This is an optimization exercise on Yosys and OpenROAD, whose aim is small area, not a production implementation.
RTL that was checked went through simulation tests only; none was proved equivalent to the original.
Power is estimated from default activity; no workload was simulated.

## harbor
// calc
module calc(clk, rst, validIn, dataIn, dataOut);
input clk, rst, validIn;
input  [15:0] dataIn;
output [15:0] dataOut;
reg [1:0] state;
reg [15:0] num1;
reg [15:0] dataOut;
wire inA = ~state[1] & ~state[0];
wire inB = state[0];
wire inC = state[1];
wire opAdd = dataOut[0];
wire isOp  = (dataIn[15:2] == 14'd0);
wire selSq  = inB & ~dataIn[0];
wire selMul = inC & ~opAdd;
wire [15:0] mb;
assign mb[0] = (selSq & num1[0]) | (selMul & dataIn[0]) | (inC & opAdd) | (inB & dataIn[0]);
assign mb[15:1] = ({15{selSq}} & num1[15:1]) | ({15{selMul}} & dataIn[15:1]);
wire injHi = inC & opAdd;
wire injLo = inB | (inC & opAdd);
wire [15:0] prodN;
    wire pp_0_0 = ~(num1[0] & mb[0]);
    wire pp_1_0 = ~(num1[1] & mb[0]);
    wire pp_2_0 = ~(num1[2] & mb[0]);
    wire pp_3_0 = ~(num1[3] & mb[0]);
    wire pp_4_0 = ~(num1[4] & mb[0]);
    wire pp_5_0 = ~(num1[5] & mb[0]);
    wire pp_6_0 = ~(num1[6] & mb[0]);
    wire pp_7_0 = ~(num1[7] & mb[0]);
    wire pp_8_0 = ~(num1[8] & mb[0]);
    wire pp_9_0 = ~(num1[9] & mb[0]);
    wire pp_10_0 = ~(num1[10] & mb[0]);
    wire pp_11_0 = ~(num1[11] & mb[0]);
    wire pp_12_0 = ~(num1[12] & mb[0]);
    wire pp_13_0 = ~(num1[13] & mb[0]);
    wire pp_14_0 = ~(num1[14] & mb[0]);
    wire pp_15_0 = ~(num1[15] & mb[0]);
    wire pp_0_1 = ~((num1[0] & mb[1]) | (dataIn[1] & injHi));
    wire pp_1_1 = ~((num1[1] & mb[1]) | (dataIn[2] & injHi));
    wire pp_2_1 = ~((num1[2] & mb[1]) | (dataIn[3] & injHi));
    wire pp_3_1 = ~((num1[3] & mb[1]) | (dataIn[4] & injHi));
  ...
For scale: ~420 cells after synthesis, ~35 I/O pins.
export LEC_CHECK = 0
export CAP_MARGIN = 0
export CORE_MARGIN = 2
export CORE_UTILIZATION = 40
export CTS_BUF_LIST = sky130_fd_sc_hd__clkbuf_8
export SLEW_MARGIN = 0
export SYNTH_HIERARCHICAL = 1
create_clock -name core_clock -period 8.0 [get_ports {clk}]
standard.sh (not shown) runs the stock make flow with config.mk's settings and CLKGATE_MAP_FILE= SYNTH_SCRIPT=/design/flow/synth_recipe.tcl, a recipe that flattens the netlist after the stock synthesis.
==> flow/flow/run.sh <==
#!/bin/bash
# Layout flow: the standard layout (standard.sh) with these changes:
# - the port buffers that global placement puts on every input and output
#   port are made from the smallest buffer cell (the resizer still upsizes
#   any that needs more drive);
# - clock tree synthesis adds no dummy loads (they only balance the leaf
#   buffers' loads and take area);
# - the resizer may not use the large plain buffers (buf_4 and up) when it
#   splits high-fanout nets, so it uses the smaller ones.
# Every tool's output goes to standard.log here, and ORFS's own logs.
export BUFFER_PORTS_ARGS="-buffer_cell sky130_fd_sc_hd__buf_1"
export CTS_ARGS="-sink_clustering_enable -repair_clock_nets -buf_list sky130_fd_sc_hd__clkbuf_8 -dont_use_dummy_load"
export DONT_USE_CELLS="sky130_fd_sc_hd__buf_4 sky130_fd_sc_hd__buf_6 sky130_fd_sc_hd__buf_8 sky130_fd_sc_hd__buf_12 sky130_fd_sc_hd__buf_16"
bash standard.sh finish > standard.log 2>&1
harbor completed every stage of the flow, and the final layout passed the timing, design-rule and antenna checks.
Input changes introduced in nickel (baseline for comparison: harbor):
Settings: swapping 40 for 65 in CORE_UTILIZATION.
==> flow/flow/run.sh <==
#!/bin/bash
# Layout flow: the standard layout (standard.sh) with two changes:
# - the port buffers that global placement puts on every input and output
#   port are made from the smallest buffer cell (the resizer still upsizes
#   any that needs more drive);
# - clock tree synthesis adds no dummy loads (they only balance the leaf
#   buffers' loads and take area).
# Every tool's output goes to standard.log here, and ORFS's own logs.
export BUFFER_PORTS_ARGS="-buffer_cell sky130_fd_sc_hd__buf_1"
export CTS_ARGS="-sink_clustering_enable -repair_clock_nets -buf_list sky130_fd_sc_hd__clkbuf_8 -dont_use_dummy_load"
bash standard.sh finish > standard.log 2>&1
==> run summary <==
Of the two candidates, harbor has the worse wire length and nickel the better one. Routed length on met1 (nickel over harbor): decrease, 13%. In the metrics for harbor and nickel, the one carrying the higher floorplan die width is harbor.

---

calc, a different RTL version from the one above (not shown whole).
Size in the first run: roughly 410 cells after synthesis, about 34 flip-flops, about 35 I/O pins, about 4300 um2 of cells after synthesis.
clock: 8.0 ns
lec_check: 0
cap_margin: 0
core_margin: 2
core_utilization: 40
cts_buf_list: sky130_fd_sc_hd__clkbuf_8
gpl_timing_driven: 0
slew_margin: 0
synth_hierarchical: 1
run.sh (not shown) runs the stock make flow with config.mk's settings and CLKGATE_MAP_FILE= SYNTH_SCRIPT=/design/flow/synth_recipe.tcl, a recipe that flattens the netlist after the stock synthesis.
Stock flow here: none of the scripts above is used.
Next try:
==> flow/flow/run.sh (new file) <==
#!/bin/bash
# Layout flow: the standard layout (standard.sh) with these changes:
# - the port buffers that global placement puts on every input and output
#   port are made from the smallest buffer cell (the resizer still upsizes
#   any that needs more drive);
# - clock tree synthesis adds no dummy loads (they only balance the leaf
#   buffers' loads and take area);
# - after global routing, ORFS's power recovery (repair_timing
#   -recover_power) downsizes gates on paths that have slack to spare.
# Every tool's output goes to standard.log here, and ORFS's own logs.
export BUFFER_PORTS_ARGS="-buffer_cell sky130_fd_sc_hd__buf_1"
export CTS_ARGS="-sink_clustering_enable -repair_clock_nets -buf_list sky130_fd_sc_hd__clkbuf_8 -dont_use_dummy_load"
export RECOVER_POWER=100
bash standard.sh finish > standard.log 2>&1
==> flow/standard.sh (new file) <==
#!/bin/bash
# synth_recipe.tcl (not shown) runs the flow's synth.tcl, then flattens the netlist and writes it again
# the make line also repeats each setting of config.mk as NAME=value (left out here)
make -C /OpenROAD-flow-scripts/flow DESIGN_CONFIG=/design/flow/config.mk WORK_HOME=/design/flow/orfs CLKGATE_MAP_FILE= SYNTH_SCRIPT=/design/flow/synth_recipe.tcl "${@:-finish}"
Settings changed: GPL_TIMING_DRIVEN 0 to unset.
removed: flow/run.sh
Effect: Now the flow completed and failed the layout checks on max-capacitance violations, max-slew violations; area after synthesis is unchanged; worst setup slack is better by 0.031 ns; non-clock buffer count rises by 27; die area does not change; critical path depth increases by 1; global-route usage climbs by 1.3 points; worst hold slack improves by 0.0055 ns; final area decreases by 2.0%; maximum frequency grows by 0.41%; via count increases by 2.0%; sequential power shrinks by about 4%.
Next try:
--- a/flow/flow/run.sh
+++ b/flow/flow/run.sh
@@ -2 +2 @@
-# Layout flow: the standard layout (standard.sh) with these changes:
+# Layout flow: the standard layout (standard.sh) with two changes:
@@ -7,3 +7 @@
-#   buffers' loads and take area);
-# - after global routing, ORFS's power recovery (repair_timing
-#   -recover_power) downsizes gates on paths that have slack to spare.
+#   buffers' loads and take area).
@@ -13 +10,0 @@
-export RECOVER_POWER=100
Settings changed: GPL_TIMING_DRIVEN set to 0.
With this change the flow finished with timing, DRC and antenna clean.
Final cell count decreases by a few percent.
Die area does not change.
First-iteration DRC count increases by well over a third.
Routed wire length decreases slightly.
Clock skew stays flat.
Setup slack improves by 0.020 ns.
Critical path depth is unchanged.
Power increases by a few percent.
Hold slack degrades by 0.0038 ns.
Next try:
Settings changed: CORE_UTILIZATION 40 to 55.
=> Setup slack gets worse by 0.025 ns; routed wire length falls by 2.1%; core utilization rises by 16 points; final area falls by 0.47%; synthesized area is unchanged.

---

calc again, from the RTL that the note above started with.
export LEC_CHECK = 0
export CAP_MARGIN = 0
export CORE_MARGIN = 2
export CORE_UTILIZATION = 40
export CTS_BUF_LIST = sky130_fd_sc_hd__clkbuf_8
export GPL_TIMING_DRIVEN = 0
export SLEW_MARGIN = 0
export SYNTH_HIERARCHICAL = 1
create_clock -name core_clock -period 8.0 [get_ports {clk}]
standard.sh (not shown) runs the stock make flow with config.mk's settings and CLKGATE_MAP_FILE= SYNTH_SCRIPT=/design/flow/synth_recipe.tcl, a recipe that flattens the netlist after the stock synthesis.
==> flow/flow/run.sh <==
#!/bin/bash
# Layout flow: the standard layout (standard.sh) with two changes:
# - the port buffers that global placement puts on every input and output
#   port are made from the smallest buffer cell (the resizer still upsizes
#   any that needs more drive);
# - clock tree synthesis adds no dummy loads (they only balance the leaf
#   buffers' loads and take area).
# Every tool's output goes to standard.log here, and ORFS's own logs.
export BUFFER_PORTS_ARGS="-buffer_cell sky130_fd_sc_hd__buf_1"
export CTS_ARGS="-sink_clustering_enable -repair_clock_nets -buf_list sky130_fd_sc_hd__clkbuf_8 -sink_clustering_size 40 -sink_clustering_max_diameter 200 -dont_use_dummy_load"
bash standard.sh finish > standard.log 2>&1
The baseline passed the timing, design-rule and antenna checks.
Edit:
--- a/flow/flow/run.sh
+++ b/flow/flow/run.sh
@@ -9,3 +9,3 @@
 export BUFFER_PORTS_ARGS="-buffer_cell sky130_fd_sc_hd__buf_1"
-export CTS_ARGS="-sink_clustering_enable -repair_clock_nets -buf_list sky130_fd_sc_hd__clkbuf_8 -sink_clustering_size 40 -sink_clustering_max_diameter 200 -dont_use_dummy_load"
+export CTS_ARGS="-sink_clustering_enable -repair_clock_nets -buf_list sky130_fd_sc_hd__clkbuf_4 -dont_use_dummy_load"
 bash standard.sh finish > standard.log 2>&1
--- a/flow/config.mk
+++ b/flow/config.mk
@@ -9,4 +9,4 @@
 export CORE_MARGIN = 2
-export CORE_UTILIZATION = 40
-export CTS_BUF_LIST = sky130_fd_sc_hd__clkbuf_8
+export CORE_UTILIZATION = 55
+export CTS_BUF_LIST = sky130_fd_sc_hd__clkbuf_4
 export GPL_TIMING_DRIVEN = 0
Effect:
- total power grows by about 0.8%
- fmax shrinks by about 0.6%
- register-to-register slack is worse by 0.04 ns
- critical path depth is unchanged
- global-route usage grows by 7.2 points
- setup slack is worse by 0.048 ns
- routed wire length shrinks by about 1.6%
- clock skew grows by 0.0097 ns
- design area shrinks by 1.3%
- clock-buffer cell count is unchanged
- final cell count shrinks by 5.4%
Edit:
--- a/flow/flow/run.sh
+++ b/flow/flow/run.sh
@@ -9,3 +9,3 @@
 export BUFFER_PORTS_ARGS="-buffer_cell sky130_fd_sc_hd__buf_1"
-export CTS_ARGS="-sink_clustering_enable -repair_clock_nets -buf_list sky130_fd_sc_hd__clkbuf_4 -dont_use_dummy_load"
+export CTS_ARGS="-sink_clustering_enable -repair_clock_nets -buf_list sky130_fd_sc_hd__clkbuf_8 -dont_use_dummy_load"
 bash standard.sh finish > standard.log 2>&1
--- a/flow/config.mk
+++ b/flow/config.mk
@@ -9,5 +9,4 @@
 export CORE_MARGIN = 2
-export CORE_UTILIZATION = 55
-export CTS_BUF_LIST = sky130_fd_sc_hd__clkbuf_4
-export GPL_TIMING_DRIVEN = 0
+export CORE_UTILIZATION = 40
+export CTS_BUF_LIST = sky130_fd_sc_hd__clkbuf_8
 export SLEW_MARGIN = 0
=> The new run finished with timing, DRC and antenna clean; clock power is higher by 41%; total power is lower by 3.3%; via count is higher by 1.2%.
Edit:
--- a/flow/flow/run.sh
+++ b/flow/flow/run.sh
@@ -9,3 +9,3 @@
 export BUFFER_PORTS_ARGS="-buffer_cell sky130_fd_sc_hd__buf_1"
-export CTS_ARGS="-sink_clustering_enable -repair_clock_nets -buf_list sky130_fd_sc_hd__clkbuf_8 -dont_use_dummy_load"
+export CTS_ARGS="-sink_clustering_enable -repair_clock_nets -buf_list sky130_fd_sc_hd__clkbuf_16 -dont_use_dummy_load"
 bash standard.sh finish > standard.log 2>&1
--- a/flow/config.mk
+++ b/flow/config.mk
@@ -10,3 +10,4 @@
 export CORE_UTILIZATION = 40
-export CTS_BUF_LIST = sky130_fd_sc_hd__clkbuf_8
+export CTS_BUF_LIST = sky130_fd_sc_hd__clkbuf_16
+export GPL_TIMING_DRIVEN = 0
 export SLEW_MARGIN = 0
Global-route usage went down by 0.54 points. Final cell count went down by 4.7%. Routed wire length went down by 1.3%. Cell area went down by 2.7%. First-iteration DRC count went up by 52%.
Edit:
==> flow/flow/run.sh (replaced) <==
#!/bin/bash
# Layout flow: the standard layout (standard.sh) with these changes:
# - the port buffers that global placement puts on every input and output
#   port are made from the smallest buffer cell (the resizer still upsizes
#   any that needs more drive);
# - clock tree synthesis adds no dummy loads (they only balance the leaf
#   buffers' loads and take area);
# - after global routing, ORFS's power recovery (repair_timing
#   -recover_power) downsizes gates on paths that have slack to spare.
# Every tool's output goes to standard.log here, and ORFS's own logs.
export BUFFER_PORTS_ARGS="-buffer_cell sky130_fd_sc_hd__buf_1"
export CTS_ARGS="-sink_clustering_enable -repair_clock_nets -buf_list sky130_fd_sc_hd__clkbuf_8 -dont_use_dummy_load"
export RECOVER_POWER=100
bash standard.sh finish > standard.log 2>&1
--- a/flow/config.mk
+++ b/flow/config.mk
@@ -10,3 +10,3 @@
 export CORE_UTILIZATION = 40
-export CTS_BUF_LIST = sky130_fd_sc_hd__clkbuf_16
+export CTS_BUF_LIST = sky130_fd_sc_hd__clkbuf_8
 export GPL_TIMING_DRIVEN = 0
What happened: Power drops by about 2.5%. Clock-buffer cell count stays the same. Cell count does not change. Maximum frequency hardly moves. Cell area goes down by about 1.5%.

---

Setup of run A:
calc, a different RTL version from the one above (not shown whole).
Size: about 440 cells after synthesis, ~34 flip-flops, ~0.0045 mm2 of cells after synthesis.
clock: 8.0 ns
lec_check: 0
cap_margin: 0
core_margin: 2
core_utilization: 40
cts_buf_list: sky130_fd_sc_hd__clkbuf_8
slew_margin: 0
synth_hierarchical: 1
==> flow/flow/run.sh <==
#!/bin/bash
# Layout flow: the standard layout (standard.sh) with two changes:
# - the port buffers that global placement puts on every input and output
#   port are made from the smallest buffer cell (the resizer still upsizes
#   any that needs more drive);
# - clock tree synthesis adds no dummy loads (they only balance the leaf
#   buffers' loads and take area).
# Every tool's output goes to standard.log here, and ORFS's own logs.
export BUFFER_PORTS_ARGS="-buffer_cell sky130_fd_sc_hd__buf_1"
export CTS_ARGS="-sink_clustering_enable -repair_clock_nets -buf_list sky130_fd_sc_hd__clkbuf_8 -dont_use_dummy_load"
bash standard.sh finish > standard.log 2>&1
The final layout from run A, which completed every stage, passed the timing, design-rule and antenna checks at the end of the flow.
For run B, these inputs were changed with respect to run A:
- GPL_TIMING_DRIVEN now 0, previously not set
--- outcome ---
Run B reached the end of the flow, and the finished layout is clean on the timing, design-rule and antenna checks. Per the comparison of run B with run A, horizontal extent of the die shows no meaningful change, clock share of power higher, register-to-register slack shrank by 460 ps, largest fanout of any net on the critical path moved up, cell count went up about 3%. Relative to run A, the final cell area reported for run B is higher. In run B the worst slew slack as a fraction of its limit turned out 3.3 points higher than in run A. Number of violations reported at the end of detailed-routing iteration 0, run B vs run A: down by more than a quarter.
Function was not checked in any run of this note: the RTL went through the layout flow alone.

---

## v47
calc with an RTL version that a note above also has.
Size in the first run: about 420 cells after synthesis, about 34 flip-flops.
Settings: LEC_CHECK=0, CAP_MARGIN=0, CORE_MARGIN=2, CORE_UTILIZATION=40, CTS_BUF_LIST=sky130_fd_sc_hd__clkbuf_8, SLEW_MARGIN=0, SYNTH_HIERARCHICAL=1; clock period 8.0 ns.
==> flow/flow/run.sh <==
#!/bin/bash
# Layout flow: the standard layout (standard.sh) with these changes:
# - the port buffers that global placement puts on every input and output
#   port are made from the smallest buffer cell (the resizer still upsizes
#   any that needs more drive);
# - clock tree synthesis adds no dummy loads (they only balance the leaf
#   buffers' loads and take area);
# - the resizer may not use the large plain buffers (buf_4 and up) when it
#   splits high-fanout nets, so it uses the smaller ones. DONT_USE_CELLS is
#   the platform's list with those buffers added, after synthesis (which
#   runs unchanged).
# Every tool's output goes to standard.log here, and ORFS's own logs.
export BUFFER_PORTS_ARGS="-buffer_cell sky130_fd_sc_hd__buf_1"
export CTS_ARGS="-sink_clustering_enable -repair_clock_nets -buf_list sky130_fd_sc_hd__clkbuf_8 -dont_use_dummy_load"
DU="sky130_fd_sc_hd__probe_p_8 sky130_fd_sc_hd__probec_p_8 sky130_fd_sc_hd__lpflow_bleeder_1 sky130_fd_sc_hd__lpflow_clkbufkapwr_1 sky130_fd_sc_hd__lpflow_clkbufkapwr_16 sky130_fd_sc_hd__lpflow_clkbufkapwr_2 sky130_fd_sc_hd__lpflow_clkbufkapwr_4 sky130_fd_sc_hd__lpflow_clkbufkapwr_8 sky130_fd_sc_hd__lpflow_clkinvkapwr_1 sky130_fd_sc_hd__lpflow_clkinvkapwr_16 sky130_fd_sc_hd__lpflow_clkinvkapwr_2 sky130_fd_sc_hd__lpflow_clkinvkapwr_4 sky130_fd_sc_hd__lpflow_clkinvkapwr_8 sky130_fd_sc_hd__lpflow_decapkapwr_12 sky130_fd_sc_hd__lpflow_decapkapwr_3 sky130_fd_sc_hd__lpflow_decapkapwr_4 sky130_fd_sc_hd__lpflow_decapkapwr_6 sky130_fd_sc_hd__lpflow_decapkapwr_8 sky130_fd_sc_hd__lpflow_inputiso0n_1 sky130_fd_sc_hd__lpflow_inputiso0p_1 sky130_fd_sc_hd__lpflow_inputiso1n_1 sky130_fd_sc_hd__lpflow_inputiso1p_1 sky130_fd_sc_hd__lpflow_inputisolatch_1 sky130_fd_sc_hd__lpflow_isobufsrc_1 sky130_fd_sc_hd__lpflow_isobufsrc_16 sky130_fd_sc_hd__lpflow_isobufsrc_2 sky130_fd_sc_hd__lpflow_isobufsrc_4 sky130_fd_sc_hd__lpflow_isobufsrc_8 sky130_fd_sc_hd__lpflow_isobufsrckapwr_16 sky130_fd_sc_hd__lpflow_lsbuf_lh_hl_isowell_tap_1 sky130_fd_sc_hd__lpflow_lsbuf_lh_hl_isowell_tap_2 sky130_fd_sc_hd__lpflow_lsbuf_lh_hl_isowell_tap_4 sky130_fd_sc_hd__lpflow_lsbuf_lh_isowell_4 sky130_fd_sc_hd__lpflow_lsbuf_lh_isowell_tap_1 sky130_fd_sc_hd__lpflow_lsbuf_lh_isowell_tap_2 sky130_fd_sc_hd__lpflow_lsbuf_lh_isowell_tap_4  sky130_fd_sc_hd__buf_4 sky130_fd_sc_hd__buf_6 sky130_fd_sc_hd__buf_8 sky130_fd_sc_hd__buf_12 sky130_fd_sc_hd__buf_16"
bash standard.sh synth > standard_synth.log 2>&1
bash standard.sh "DONT_USE_CELLS=$DU" finish > standard.log 2>&1
Changes in v9 relative to v47:
--- a/flow/flow/run.sh
+++ b/flow/flow/run.sh
@@ -9,4 +9,3 @@
 #   splits high-fanout nets, so it uses the smaller ones. DONT_USE_CELLS is
-#   the platform's list with those buffers added, after synthesis (which
-#   runs unchanged).
+#   the platform's list with those buffers added.
 # Every tool's output goes to standard.log here, and ORFS's own logs.
@@ -15,3 +14,2 @@
 DU="sky130_fd_sc_hd__probe_p_8 sky130_fd_sc_hd__probec_p_8 sky130_fd_sc_hd__lpflow_bleeder_1 sky130_fd_sc_hd__lpflow_clkbufkapwr_1 sky130_fd_sc_hd__lpflow_clkbufkapwr_16 sky130_fd_sc_hd__lpflow_clkbufkapwr_2 sky130_fd_sc_hd__lpflow_clkbufkapwr_4 sky130_fd_sc_hd__lpflow_clkbufkapwr_8 sky130_fd_sc_hd__lpflow_clkinvkapwr_1 sky130_fd_sc_hd__lpflow_clkinvkapwr_16 sky130_fd_sc_hd__lpflow_clkinvkapwr_2 sky130_fd_sc_hd__lpflow_clkinvkapwr_4 sky130_fd_sc_hd__lpflow_clkinvkapwr_8 sky130_fd_sc_hd__lpflow_decapkapwr_12 sky130_fd_sc_hd__lpflow_decapkapwr_3 sky130_fd_sc_hd__lpflow_decapkapwr_4 sky130_fd_sc_hd__lpflow_decapkapwr_6 sky130_fd_sc_hd__lpflow_decapkapwr_8 sky130_fd_sc_hd__lpflow_inputiso0n_1 sky130_fd_sc_hd__lpflow_inputiso0p_1 sky130_fd_sc_hd__lpflow_inputiso1n_1 sky130_fd_sc_hd__lpflow_inputiso1p_1 sky130_fd_sc_hd__lpflow_inputisolatch_1 sky130_fd_sc_hd__lpflow_isobufsrc_1 sky130_fd_sc_hd__lpflow_isobufsrc_16 sky130_fd_sc_hd__lpflow_isobufsrc_2 sky130_fd_sc_hd__lpflow_isobufsrc_4 sky130_fd_sc_hd__lpflow_isobufsrc_8 sky130_fd_sc_hd__lpflow_isobufsrckapwr_16 sky130_fd_sc_hd__lpflow_lsbuf_lh_hl_isowell_tap_1 sky130_fd_sc_hd__lpflow_lsbuf_lh_hl_isowell_tap_2 sky130_fd_sc_hd__lpflow_lsbuf_lh_hl_isowell_tap_4 sky130_fd_sc_hd__lpflow_lsbuf_lh_isowell_4 sky130_fd_sc_hd__lpflow_lsbuf_lh_isowell_tap_1 sky130_fd_sc_hd__lpflow_lsbuf_lh_isowell_tap_2 sky130_fd_sc_hd__lpflow_lsbuf_lh_isowell_tap_4  sky130_fd_sc_hd__buf_4 sky130_fd_sc_hd__buf_6 sky130_fd_sc_hd__buf_8 sky130_fd_sc_hd__buf_12 sky130_fd_sc_hd__buf_16"
-bash standard.sh synth > standard_synth.log 2>&1
 bash standard.sh "DONT_USE_CELLS=$DU" finish > standard.log 2>&1
Notes after the runs:
For v9, the flow was terminated by a tool error in 1_2_yosys and produced no final design.
Changes in v37 relative to v9:
==> flow/flow/run.sh <==
#!/bin/bash
# Layout flow: the standard layout (standard.sh) with two changes:
# - the port buffers that global placement puts on every input and output
#   port are made from the smallest buffer cell (the resizer still upsizes
#   any that needs more drive);
# - clock tree synthesis adds no dummy loads (they only balance the leaf
#   buffers' loads and take area).
# Every tool's output goes to standard.log here, and ORFS's own logs.
export BUFFER_PORTS_ARGS="-buffer_cell sky130_fd_sc_hd__buf_1"
export CTS_ARGS="-sink_clustering_enable -repair_clock_nets -buf_list sky130_fd_sc_hd__clkbuf_8 -dont_use_dummy_load"
bash standard.sh finish > standard.log 2>&1
==> run summary <==
- v37 did not stop at any stage, and its layout met the timing, design-rule and antenna checks.

==> port drivers added, routing unchanged <==
The results above use ideal ports. As a check the final layouts listed here were re-extracted and re-timed, cells and wires unchanged. Step 1: set_driving_cell puts a clkbuf_16 on clk and a buf_2 on each other input, an assumption about the parent block. Step 2 moves the port delays by t, midway between the first and last clock arrival at a register: inputs arrive t later, outputs are due t later. That takes back most of the time a late clock gives input paths. Slacks: ideal / step 1 / step 2; pairs: ideal / step 1.
run | t (ns) | setup slack, ns | hold slack, ns
harbor | 0.313 | 0.262 / 0.267 / -0.046 | 0.495 / 0.495 / 0.495
nickel | 0.317 | 0.221 / 0.224 / -0.092 | 0.502 / 0.502 / 0.502
the first run of note 2 | 0.322 | 0.211 / 0.223 / -0.099 | 0.498 / 0.498 / 0.498
the second run of note 2 | 0.325 | 0.243 / 0.256 / -0.069 | 0.504 / 0.504 / 0.504
the third run of note 2 | 0.314 | 0.262 / 0.271 / -0.043 | 0.500 / 0.500 / 0.500
the fourth run of note 2 | 0.305 | 0.237 / 0.241 / -0.064 | 0.511 / 0.511 / 0.511
the first run of note 3 | 0.314 | 0.262 / 0.271 / -0.043 | 0.500 / 0.500 / 0.500
the second run of note 3 | 0.356 | 0.215 / 0.222 / -0.134 | 0.519 / 0.519 / 0.519
the third run of note 3 | 0.325 | 0.245 / 0.258 / -0.067 | 0.504 / 0.504 / 0.504
the fourth run of note 3 | 0.315 | 0.272 / 0.287 / -0.027 | 0.497 / 0.497 / 0.497
the fifth run of note 3 | 0.314 | 0.272 / 0.281 / -0.033 | 0.500 / 0.500 / 0.500
run A | 0.308 | 1.074 / 1.078 / 0.770 | 0.498 / 0.498 / 0.498
run B | 0.304 | 0.209 / 0.212 / -0.092 | 0.493 / 0.493 / 0.493
v47 | 0.312 | 0.227 / 0.235 / -0.078 | 0.503 / 0.503 / 0.503
v37 | 0.313 | 0.262 / 0.267 / -0.046 | 0.495 / 0.495 / 0.495
For the second run of note 3, which loses most, drivers alone change the setup slack by +0.007 ns; drivers and shift together by -0.349 ns.
